Context: an optimization exercise on an open-source flow, tuned for small area and a short achievable clock period. The choices shown serve that exercise and are no tape-out recipe. At most, simulation tests tie the RTL to the original design; equivalence was not proved.

## quartz
==> flow/design.v <==
`timescale 1ns/1ps
module sra16 (
    input  wire [31:0] d,
    input  wire [3:0]  h,
    input  wire [3:0]  q,
    output wire [31:0] o
);
    wire [46:0] de = {{15{d[31]}}, d};
    wire [46:0] m;
    genvar k;
    generate
        for (k = 0; k < 44; k = k + 1) begin : lo
            assign m[k] = (h[0] & de[k]) | (h[1] & de[k+1]) | (h[2] & de[k+2]) | (h[3] & de[k+3]);
        end
        for (k = 44; k < 47; k = k + 1) begin : hi
            assign m[k] = d[31];
        end
        for (k = 0; k < 32; k = k + 1) begin : out
            assign o[k] = (q[0] & m[k]) | (q[1] & m[k+4]) | (q[2] & m[k+8]) | (q[3] & m[k+12]);
        end
    endgenerate
endmodule
module carries32 (
    input  wire [31:0] a,
    input  wire [31:0] b,
    output wire [31:0] c
);
    wire [31:0] g [0:6];
    wire [31:0] p [0:6];
    assign g[0] = a & b;
    assign p[0] = a ^ b;
    genvar l, k;
    generate
        for (l = 0; l < 5; l = l + 1) begin : ks
            for (k = 0; k < 32; k = k + 1) begin : bk
                if ((k & 1) && k >= (1 << l)) begin : n
                    assign g[l+1][k] = g[l][k] | (p[l][k] & g[l][k - (1 << l)]);
                    assign p[l+1][k] = p[l][k] & p[l][k - (1 << l)];
                end else begin : w
                    assign g[l+1][k] = g[l][k];
                    assign p[l+1][k] = p[l][k];
                end
            end
        end
        for (k = 0; k < 32; k = k + 1) begin : ev
            if (!(k & 1) && k >= 2) begin : n
                assign g[6][k] = g[5][k] | (p[5][k] & g[5][k-1]);
            end else begin : w
                assign g[6][k] = g[5][k];
            end
            assign p[6][k] = p[5][k];
        end
    endgenerate
    assign c = {g[6][30:0], 1'b0};
endmodule
module cordic_cos (
    input  wire        clk,
    input  wire        rst,
    input  wire [31:0] angle_in,
    output reg  [31:0] cos_out,
    output reg  [31:0] sin_out
);
    localparam [31:0] K = 32'h4DBA76D0;
    reg [4:0] c;
    wire load = c[4] & c[0];
    wire publ = c[4] & ~c[0];
    always @(posedge clk or posedge rst) begin
        if (rst)
            c <= 5'd17;
        else if (c[4])
            c <= c[0] ? 5'd0 : 5'd17;
        else
            c <= c + 5'd1;
    end
    reg [31:0] atan;
    always @(*) begin
        case (c[3:0])
            4'd0:  atan = 32'h3243F6A9;
            4'd1:  atan = 32'h1DAC6705;
            4'd2:  atan = 32'h0FADBAFC;
            4'd3:  atan = 32'h07F56EA6;
            4'd4:  atan = 32'h03FEAB76;
            4'd5:  atan = 32'h01FFD55B;
            4'd6:  atan = 32'h00FFFABA;
            4'd7:  atan = 32'h007FFFD5;
            4'd8:  atan = 32'h003FFFFF;
            4'd9:  atan = 32'h001FFFFF;
            4'd10: atan = 32'h000FFFFF;
            4'd11: atan = 32'h0007FFFF;
            4'd12: atan = 32'h0003FFFF;
            4'd13: atan = 32'h0001FFFF;
            4'd14: atan = 32'h0000FFFF;
            default: atan = 32'h00007FFF;
        endcase
    end
    wire [3:0] snext = (load | c[4]) ? 4'd0 : c[3:0] + 4'd1;
    wire [3:0] hn = 4'b0001 << snext[1:0];
    wire [3:0] qn = 4'b0001 << snext[3:2];
    reg  [3:0] hx, qx, hyn, qyn;
    always @(posedge clk) begin
        hx  <= hn;
        qx  <= qn;
        hyn <= ~hn;
        qyn <= ~qn;
    end
    reg [31:0] x, y, z;
    reg        zpos;
    wire [31:0] xs, ys;
    sra16 shx (.d(x), .h(hx), .q(qx), .o(xs));
    sra16 shy (.d(y), .h(~hyn), .q(~qyn), .o(ys));
    wire [31:0] sx = {32{zpos}};      
    wire [31:0] sy = {32{z[31]}};     
    wire [31:0] ax = x ^ sx, ay = y ^ sy, az = z ^ sx;
    wire [31:0] cx, cy;                          
    carries32 kx (.a(ax), .b(ys), .c(cx));
    carries32 ky (.a(ay), .b(xs), .c(cy));
    wire [31:0] cz;
    carries32 kz (.a(az), .b(atan), .c(cz));
    wire [31:0] xn = x ^ ys ^ cx;
    wire [31:0] yn = y ^ xs ^ cy;
    wire [31:0] zn = z ^ atan ^ cz;
    always @(posedge clk) begin
        if (load) begin
            zpos <= ~angle_in[31];
            x <= K;
            y <= 32'd0;
            z <= angle_in;
        end else begin
            x <= xn;
            y <= yn;
            zpos <= ~zn[31];
            z <= zn;
        end
    end
    always @(posedge clk or posedge rst) begin
        if (rst) begin
            cos_out <= 32'd0;
            sin_out <= 32'd0;
        end else if (publ) begin
            cos_out <= x;
            sin_out <= y;
        end
    end
endmodule
export LEC_CHECK = 0
export CAP_MARGIN = 20
export CORE_MARGIN = 2
export CORE_UTILIZATION = 40
export SLEW_MARGIN = 20
create_clock -name core_clock -period 10.0 [get_ports {clk}]
standard.sh (not shown) runs the stock make flow with config.mk's settings and CLKGATE_MAP_FILE= SYNTH_SCRIPT=/design/flow/synth_recipe.tcl, a recipe that flattens the netlist after the stock synthesis.
==> flow/flow/run.sh <==
#!/bin/bash
# The standard layout (standard.sh, with its config and SDC), with these changes:
# - synthesis runs ORFS's synth.tcl through flow/my_synth.tcl, which differs from
#   synth_recipe.tcl only in the ABC script: flow/abc_map.script (delay-driven
#   mapping) with the delay target in flow/abc_d.txt;
# - repair_timing aims for the setup margin in flow/margin.txt;
# - flow/make_args.txt: further ORFS variables, one per line (port buffer cell, ...).
# The clock period, SDC, reset and I/O constraints are the standard flow's own.
set -euo pipefail
W=$PWD
export MY_ABC_SCRIPT=$W/flow/abc_map.script
export MY_ABC_D=$(cat $W/flow/abc_d.txt)
M=$(cat $W/flow/margin.txt)
ARGS=()
while IFS= read -r line; do [ -n "$line" ] && ARGS+=("$line"); done < $W/flow/make_args.txt
bash $W/standard.sh SYNTH_SCRIPT=$W/flow/my_synth.tcl SETUP_SLACK_MARGIN=$M "${ARGS[@]}" \
  finish > $W/flow_standard.log 2>&1
==> flow/flow/abc_d.txt <==
2000
==> flow/flow/abc_map.script <==
strash
dch
map -B 0.9 {D}
topo
stime -c
buffer -c
upsize -c {D}
dnsize -c {D}
stime -c
==> flow/flow/make_args.txt <==
BUFFER_PORTS_ARGS=-buffer_cell sky130_fd_sc_hd__buf_1
CTS_ARGS=-sink_clustering_enable -repair_clock_nets -dont_use_dummy_load
==> flow/flow/margin.txt <==
6.5
==> flow/flow/my_synth.tcl <==
proc synth {args} { yosys synth -nofsm -noshare {*}$args }
proc abc {args} {
  set new {}
  set skip 0
  foreach a $args {
    if {$skip} { set skip 0; lappend new $::env(MY_ABC_SCRIPT); continue }
    if {$a eq "-script"} { set skip 1; lappend new $a; continue }
    lappend new $a
  }
  if {[info exists ::env(MY_ABC_D)]} {
    set i [lsearch $new -D]
    if {$i >= 0} { set new [lreplace $new $i [expr {$i+1}]] }
    lappend new -D $::env(MY_ABC_D)
  }
  puts "MY ABC: $new"
  yosys abc {*}$new
}
source $::env(SCRIPTS_DIR)/synth.tcl
# left out here: clear keep_hierarchy, flatten, clean up, hide names made inside functions, write 1_2_yosys.v
quartz: done, clean on timing, DRC and antenna
#### Input delta (nickel over quartz)
-- flow/design.v --
<<< quartz, line 62
);
    localparam [31:0] K = 32'h4DBA76D0;
    reg [4:0] c;
    wire load = c[4] & c[0];
    wire publ = c[4] & ~c[0];
    always @(posedge clk or posedge rst) begin
        if (rst)
            c <= 5'd17;
        else if (c[4])
            c <= c[0] ? 5'd0 : 5'd17;
        else
            c <= c + 5'd1;
    end
    reg [31:0] atan;
>>> nickel, line 62
);
    localparam [31:0] K = 32'h4DBA76D0;
    reg  [4:0] cr;
    wire [4:0] c = cr ^ 5'd17;
    wire load = c[4] & c[0];
    wire publ = c[4] & ~c[0];
    always @(posedge clk or posedge rst) begin
        if (rst)
            cr <= 5'd0;
        else if (c[4])
            cr <= c[0] ? 5'd17 : 5'd0;
        else
            cr <= (c + 5'd1) ^ 5'd17;
    end
    reg [31:0] atan;
## What came out
Clock network area share: quartz vs nickel — no meaningful difference. Changes observed in nickel relative to quartz: post-synthesis instance area grew by about 2.1%; top fanout value on the critical path went up. nickel vs. quartz: signal arrival time at the worst endpoint went up by 0.03 ns. Of quartz and nickel, the run reporting the higher number of logic stages on the critical path including buffering was nickel.
No functional check of the RTL was part of nickel.

========
Starts from the design.v that is shown in full above.
==> flow/config.mk <==
export PLATFORM = sky130hd
export DESIGN_NAME = cordic_cos
export DESIGN_NICKNAME = cordic_cos
export VERILOG_FILES = /design/flow/design.v
export SDC_FILE = /design/flow/constraint.sdc
export NUM_CORES = 4
export LEC_CHECK = 0
export CAP_MARGIN = 20
export CORE_MARGIN = 2
export CORE_UTILIZATION = 40
export SLEW_MARGIN = 20
==> flow/constraint.sdc <==
create_clock -name core_clock -period 10.0 [get_ports {clk}]
set_input_delay 2.0000 -clock core_clock [delete_from_list [all_inputs] [get_ports {clk}]]
set_output_delay 2.0000 -clock core_clock [all_outputs]
set_load 0.01 [all_outputs]
==> flow/flow/margin.txt <==
6.6
Scripts as last shown in full above: flow/flow/run.sh, flow/flow/abc_d.txt, flow/flow/abc_map.script, flow/flow/make_args.txt, flow/flow/my_synth.tcl
Change:
--- a/flow/design.v
+++ b/flow/design.v
@@ -94,22 +94,21 @@
         endcase
     end
     wire [3:0] snext = (load | c[4]) ? 4'd0 : c[3:0] + 4'd1;
     wire [3:0] hn = 4'b0001 << snext[1:0];
     wire [3:0] qn = 4'b0001 << snext[3:2];
-    reg  [3:0] hx, qx, hyn, qyn;
+    reg  [3:0] hx, qs, hyn;
     always @(posedge clk) begin
         hx  <= hn;
-        qx  <= qn;
+        qs  <= qn;
         hyn <= ~hn;
-        qyn <= ~qn;
     end
     reg [31:0] x, y, z;
     reg        zpos;
     wire [31:0] xs, ys;
-    sra16 shx (.d(x), .h(hx), .q(qx), .o(xs));
-    sra16 shy (.d(y), .h(~hyn), .q(~qyn), .o(ys));
+    sra16 shx (.d(x), .h(hx), .q(qs), .o(xs));
+    sra16 shy (.d(y), .h(~hyn), .q(qs), .o(ys));
     wire [31:0] sx = {32{zpos}};      
     wire [31:0] sy = {32{z[31]}};     
     wire [31:0] ax = x ^ sx, ay = y ^ sy, az = z ^ sx;
     wire [31:0] cx, cy;                          
     carries32 kx (.a(ax), .b(ys), .c(cx));
Effect: Cell area goes down by about 0.54%; sequential share of layout area went down by 0.34 points; clock skew increases by 0.0062 ns; wire length shrinks by 1.3%; cell count decreases by 0.31%; synthesized area went down by 0.41%; sequential cell count drops by 4; register-to-register slack gets worse by 0.04 ns; first-iteration DRC count grows by about 3%.
Function not checked in the second run of this note: the RTL went through the layout flow alone.

========
Starts from the design.v that is shown in full above.
==> flow/config.mk <==
export PLATFORM = sky130hd
export DESIGN_NAME = cordic_cos
export DESIGN_NICKNAME = cordic_cos
export VERILOG_FILES = /design/flow/design.v
export SDC_FILE = /design/flow/constraint.sdc
export NUM_CORES = 4
export LEC_CHECK = 0
export CAP_MARGIN = 20
export CORE_MARGIN = 2
export CORE_UTILIZATION = 40
export SLEW_MARGIN = 20
==> flow/constraint.sdc <==
create_clock -name core_clock -period 10.0 [get_ports {clk}]
set_input_delay 2.0000 -clock core_clock [delete_from_list [all_inputs] [get_ports {clk}]]
set_output_delay 2.0000 -clock core_clock [all_outputs]
set_load 0.01 [all_outputs]
==> flow/flow/margin.txt <==
6.8
Scripts as last shown in full above: flow/flow/run.sh, flow/flow/abc_d.txt, flow/flow/abc_map.script, flow/flow/make_args.txt, flow/flow/my_synth.tcl
Next try:
--- a/flow/design.v
+++ b/flow/design.v
@@ -112,12 +112,11 @@
     wire [31:0] sy = {32{z[31]}};     
     wire [31:0] ax = x ^ sx, ay = y ^ sy, az = z ^ sx;
     wire [31:0] cx, cy;                          
     carries32 kx (.a(ax), .b(ys), .c(cx));
     carries32 ky (.a(ay), .b(xs), .c(cy));
-    wire [31:0] cz;
-    carries32 kz (.a(az), .b(atan), .c(cz));
+    wire [31:0] cz = (az + atan) ^ az ^ atan;
     wire [31:0] xn = x ^ ys ^ cx;
     wire [31:0] yn = y ^ xs ^ cy;
     wire [31:0] zn = z ^ atan ^ cz;
     always @(posedge clk) begin
         if (load) begin
Result: The new run completed with no timing, DRC or antenna violations. Final area is higher by 4.9%. Wire length increases by about 3.4%. Global-route usage came out higher by 0.20 points. Sequential cell count is unchanged. Count of clock-buffer cells in the layout does not change. First-iteration DRC count drops by 1.9%.
For the second run of this note, only the layout was checked, not whether the RTL still works.

========
cordic_cos, a different RTL version from the one above (not shown whole).
Size: roughly 2000 cells after synthesis, ~98 I/O pins, about 15000 µm² of cells after synthesis.
==> module cordic_cos, before the edit <==
module cordic_cos (
    input  wire        clk,
    input  wire        rst,
    input  wire [31:0] angle_in,
    output reg  [31:0] cos_out,
    output reg  [31:0] sin_out
);
    localparam [31:0] K = 32'h4DBA76D0;
    reg [4:0] c;
    wire load = c[4] & c[0];
    wire publ = c[4] & ~c[0];
    always @(posedge clk or posedge rst) begin
        if (rst)
            c <= 5'd17;
        else if (c[4])
            c <= c[0] ? 5'd0 : 5'd17;
        else
            c <= c + 5'd1;
    end
    reg [3:0] ia;
    always @(posedge clk) ia <= c[4] ? 4'd0 : c[3:0] + 4'd1;
    reg [31:0] atan;
    always @(*) begin
        case (ia)
            4'd0:  atan = 32'h3243F6A9;
            4'd1:  atan = 32'h1DAC6705;
            4'd2:  atan = 32'h0FADBAFC;
            4'd3:  atan = 32'h07F56EA6;
            4'd4:  atan = 32'h03FEAB76;
            4'd5:  atan = 32'h01FFD55B;
            4'd6:  atan = 32'h00FFFABA;
            4'd7:  atan = 32'h007FFFD5;
            4'd8:  atan = 32'h003FFFFF;
            4'd9:  atan = 32'h001FFFFF;
            4'd10: atan = 32'h000FFFFF;
            4'd11: atan = 32'h0007FFFF;
            4'd12: atan = 32'h0003FFFF;
            4'd13: atan = 32'h0001FFFF;
            4'd14: atan = 32'h0000FFFF;
            default: atan = 32'h00007FFF;
        endcase
    end
    wire [3:0] snext = (load | c[4]) ? 4'd0 : c[3:0] + 4'd1;
    wire [3:0] hn = 4'b0001 << snext[1:0];
    wire [3:0] qn = 4'b0001 << snext[3:2];
    reg  [3:0] hx, qx, hyn, qyn;
    always @(posedge clk) begin
        hx  <= hn;
        qx  <= qn;
        hyn <= ~hn;
        qyn <= ~qn;
    end
    reg [31:0] x, y, z;
    reg        zpos;
    wire [31:0] xs, ys;
    sra16 shx (.d(x), .h(hx), .q(qx), .o(xs));
    sra16 shy (.d(y), .h(~hyn), .q(~qyn), .o(ys));
    wire [31:0] sx = {32{zpos}};      
    wire [31:0] sy = {32{z[31]}};     
    wire [31:0] ax = x ^ sx, ay = y ^ sy, az = z ^ sx;
    wire [31:0] cx, cy;                          
    carries32 kx (.a(ax), .b(ys), .c(cx));
    carries32 ky (.a(ay), .b(xs), .c(cy));
    wire [31:0] cz;
    carries32 kz (.a(az), .b(atan), .c(cz));
    wire [31:0] xn = x ^ ys ^ cx;
    wire [31:0] yn = y ^ xs ^ cy;
    wire [31:0] zn = z ^ atan ^ cz;
    always @(posedge clk) begin
        if (load) begin
            zpos <= ~angle_in[31];
            x <= K;
            y <= 32'd0;
            z <= angle_in;
        end else begin
            x <= xn;
            y <= yn;
            zpos <= ~zn[31];
            z <= zn;
        end
    end
    always @(posedge clk or posedge rst) begin
        if (rst) begin
            cos_out <= 32'd0;
            sin_out <= 32'd0;
        end else if (publ) begin
            cos_out <= x;
            sin_out <= y;
        end
    end
endmodule
==> flow/config.mk <==
export PLATFORM = sky130hd
export DESIGN_NAME = cordic_cos
export DESIGN_NICKNAME = cordic_cos
export VERILOG_FILES = /design/flow/design.v
export SDC_FILE = /design/flow/constraint.sdc
export NUM_CORES = 4
export LEC_CHECK = 0
export CAP_MARGIN = 20
export CORE_MARGIN = 2
export CORE_UTILIZATION = 40
export SLEW_MARGIN = 20
==> flow/constraint.sdc <==
create_clock -name core_clock -period 10.0 [get_ports {clk}]
set_input_delay 2.0000 -clock core_clock [delete_from_list [all_inputs] [get_ports {clk}]]
set_output_delay 2.0000 -clock core_clock [all_outputs]
set_load 0.01 [all_outputs]
==> flow/flow/margin.txt <==
6.5
Scripts as last shown in full above: flow/flow/run.sh, flow/flow/abc_d.txt, flow/flow/abc_map.script, flow/flow/make_args.txt, flow/flow/my_synth.tcl
The first run produced a clean layout.
==> next run, changes <==
--- a/flow/design.v
+++ b/flow/design.v
@@ -51,10 +51,35 @@
             assign p[6][k] = p[5][k];
         end
     endgenerate
     assign c = {g[6][30:0], 1'b0};
 endmodule
+module carries32s (
+    input  wire [31:0] a,
+    input  wire [31:0] b,
+    output wire [31:0] c
+);
+    wire [31:0] g [0:5];
+    wire [31:0] p [0:5];
+    assign g[0] = a & b;
+    assign p[0] = a ^ b;
+    genvar l, k;
+    generate
+        for (l = 0; l < 5; l = l + 1) begin : sk
+            for (k = 0; k < 32; k = k + 1) begin : bk
+                if ((k >> l) & 1) begin : n
+                    assign g[l+1][k] = g[l][k] | (p[l][k] & g[l][((k >> l) << l) - 1]);
+                    assign p[l+1][k] = p[l][k] & p[l][((k >> l) << l) - 1];
+                end else begin : w
+                    assign g[l+1][k] = g[l][k];
+                    assign p[l+1][k] = p[l][k];
+                end
+            end
+        end
+    endgenerate
+    assign c = {g[5][30:0], 1'b0};
+endmodule
 module cordic_cos (
     input  wire        clk,
     input  wire        rst,
     input  wire [31:0] angle_in,
     output reg  [31:0] cos_out,
@@ -70,15 +95,13 @@
         else if (c[4])
             c <= c[0] ? 5'd0 : 5'd17;
         else
             c <= c + 5'd1;
     end
-    reg [3:0] ia;
-    always @(posedge clk) ia <= c[4] ? 4'd0 : c[3:0] + 4'd1;
     reg [31:0] atan;
     always @(*) begin
-        case (ia)
+        case (c[3:0])
             4'd0:  atan = 32'h3243F6A9;
             4'd1:  atan = 32'h1DAC6705;
             4'd2:  atan = 32'h0FADBAFC;
             4'd3:  atan = 32'h07F56EA6;
             4'd4:  atan = 32'h03FEAB76;
@@ -112,12 +135,12 @@
     sra16 shy (.d(y), .h(~hyn), .q(~qyn), .o(ys));
     wire [31:0] sx = {32{zpos}};      
     wire [31:0] sy = {32{z[31]}};     
     wire [31:0] ax = x ^ sx, ay = y ^ sy, az = z ^ sx;
     wire [31:0] cx, cy;                          
-    carries32 kx (.a(ax), .b(ys), .c(cx));
-    carries32 ky (.a(ay), .b(xs), .c(cy));
+    carries32s kx (.a(ax), .b(ys), .c(cx));
+    carries32s ky (.a(ay), .b(xs), .c(cy));
     wire [31:0] cz;
     carries32 kz (.a(az), .b(atan), .c(cz));
     wire [31:0] xn = x ^ ys ^ cx;
     wire [31:0] yn = y ^ xs ^ cy;
     wire [31:0] zn = z ^ atan ^ cz;
After rerunning: Final area shrinks slightly; synthesized cell count grows slightly; non-clock buffer count grows by 18; sequential cell count shrinks by 29; via count shrinks slightly; routed wire length shrinks by a few percent; fmax barely changes; clock skew shrinks by 0.0057 ns; count of clock-buffer cells in the layout shrinks by 8; first-iteration DRC count shrinks by about a fifth; worst setup slack got worse by 0.0039 ns; core utilization grows by 0.71 points.
No run of this note included a check of the RTL's function; only the layout flow was run.

-- re-timing with driven ports --
In the flow no input, the clock included, has a driving cell. The finished layouts below were timed again as built, in two steps.
Step 1 assumes that a clkbuf_16 drives the clock port and a buf_2 every other input.
Step 2 adds t to the input delays and takes it off the output delays; t is the mean of the earliest and latest rising clock arrival at the registers after step 1. Input paths then give back, and output paths get back, about the clock's delay inside the block.
Three values: ideal, step 1, step 2; two values: the first two.
| run | shift t [ns] | setup WS [ns] | worst slew at a driven data input, ns | cell pins on the clock port's net |
|---|---|---|---|---|
| quartz | 0.488 | 6.700 / 6.700 / 6.700 | 0.04 | 1 |
| nickel | 0.506 | 6.681 / 6.681 / 6.681 | 0.03 | 1 |
| the first run of note 2 | 0.490 | 6.738 / 6.738 / 6.738 | 0.04 | 1 |
| the second run of note 2 | 0.503 | 6.699 / 6.699 / 6.699 | 0.04 | 1 |
| the first run of note 3 | 0.492 | 6.870 / 6.870 / 6.870 | 0.04 | 1 |
| the second run of note 3 | 0.501 | 6.800 / 6.800 / 6.800 | 0.06 | 1 |
| the first run of note 4 | 0.584 | 6.616 / 6.616 / 6.616 | 0.04 | 1 |
| the second run of note 4 | 0.498 | 6.612 / 6.612 / 6.612 | 0.04 | 1 |
After both steps setup and hold are still met in every run listed.
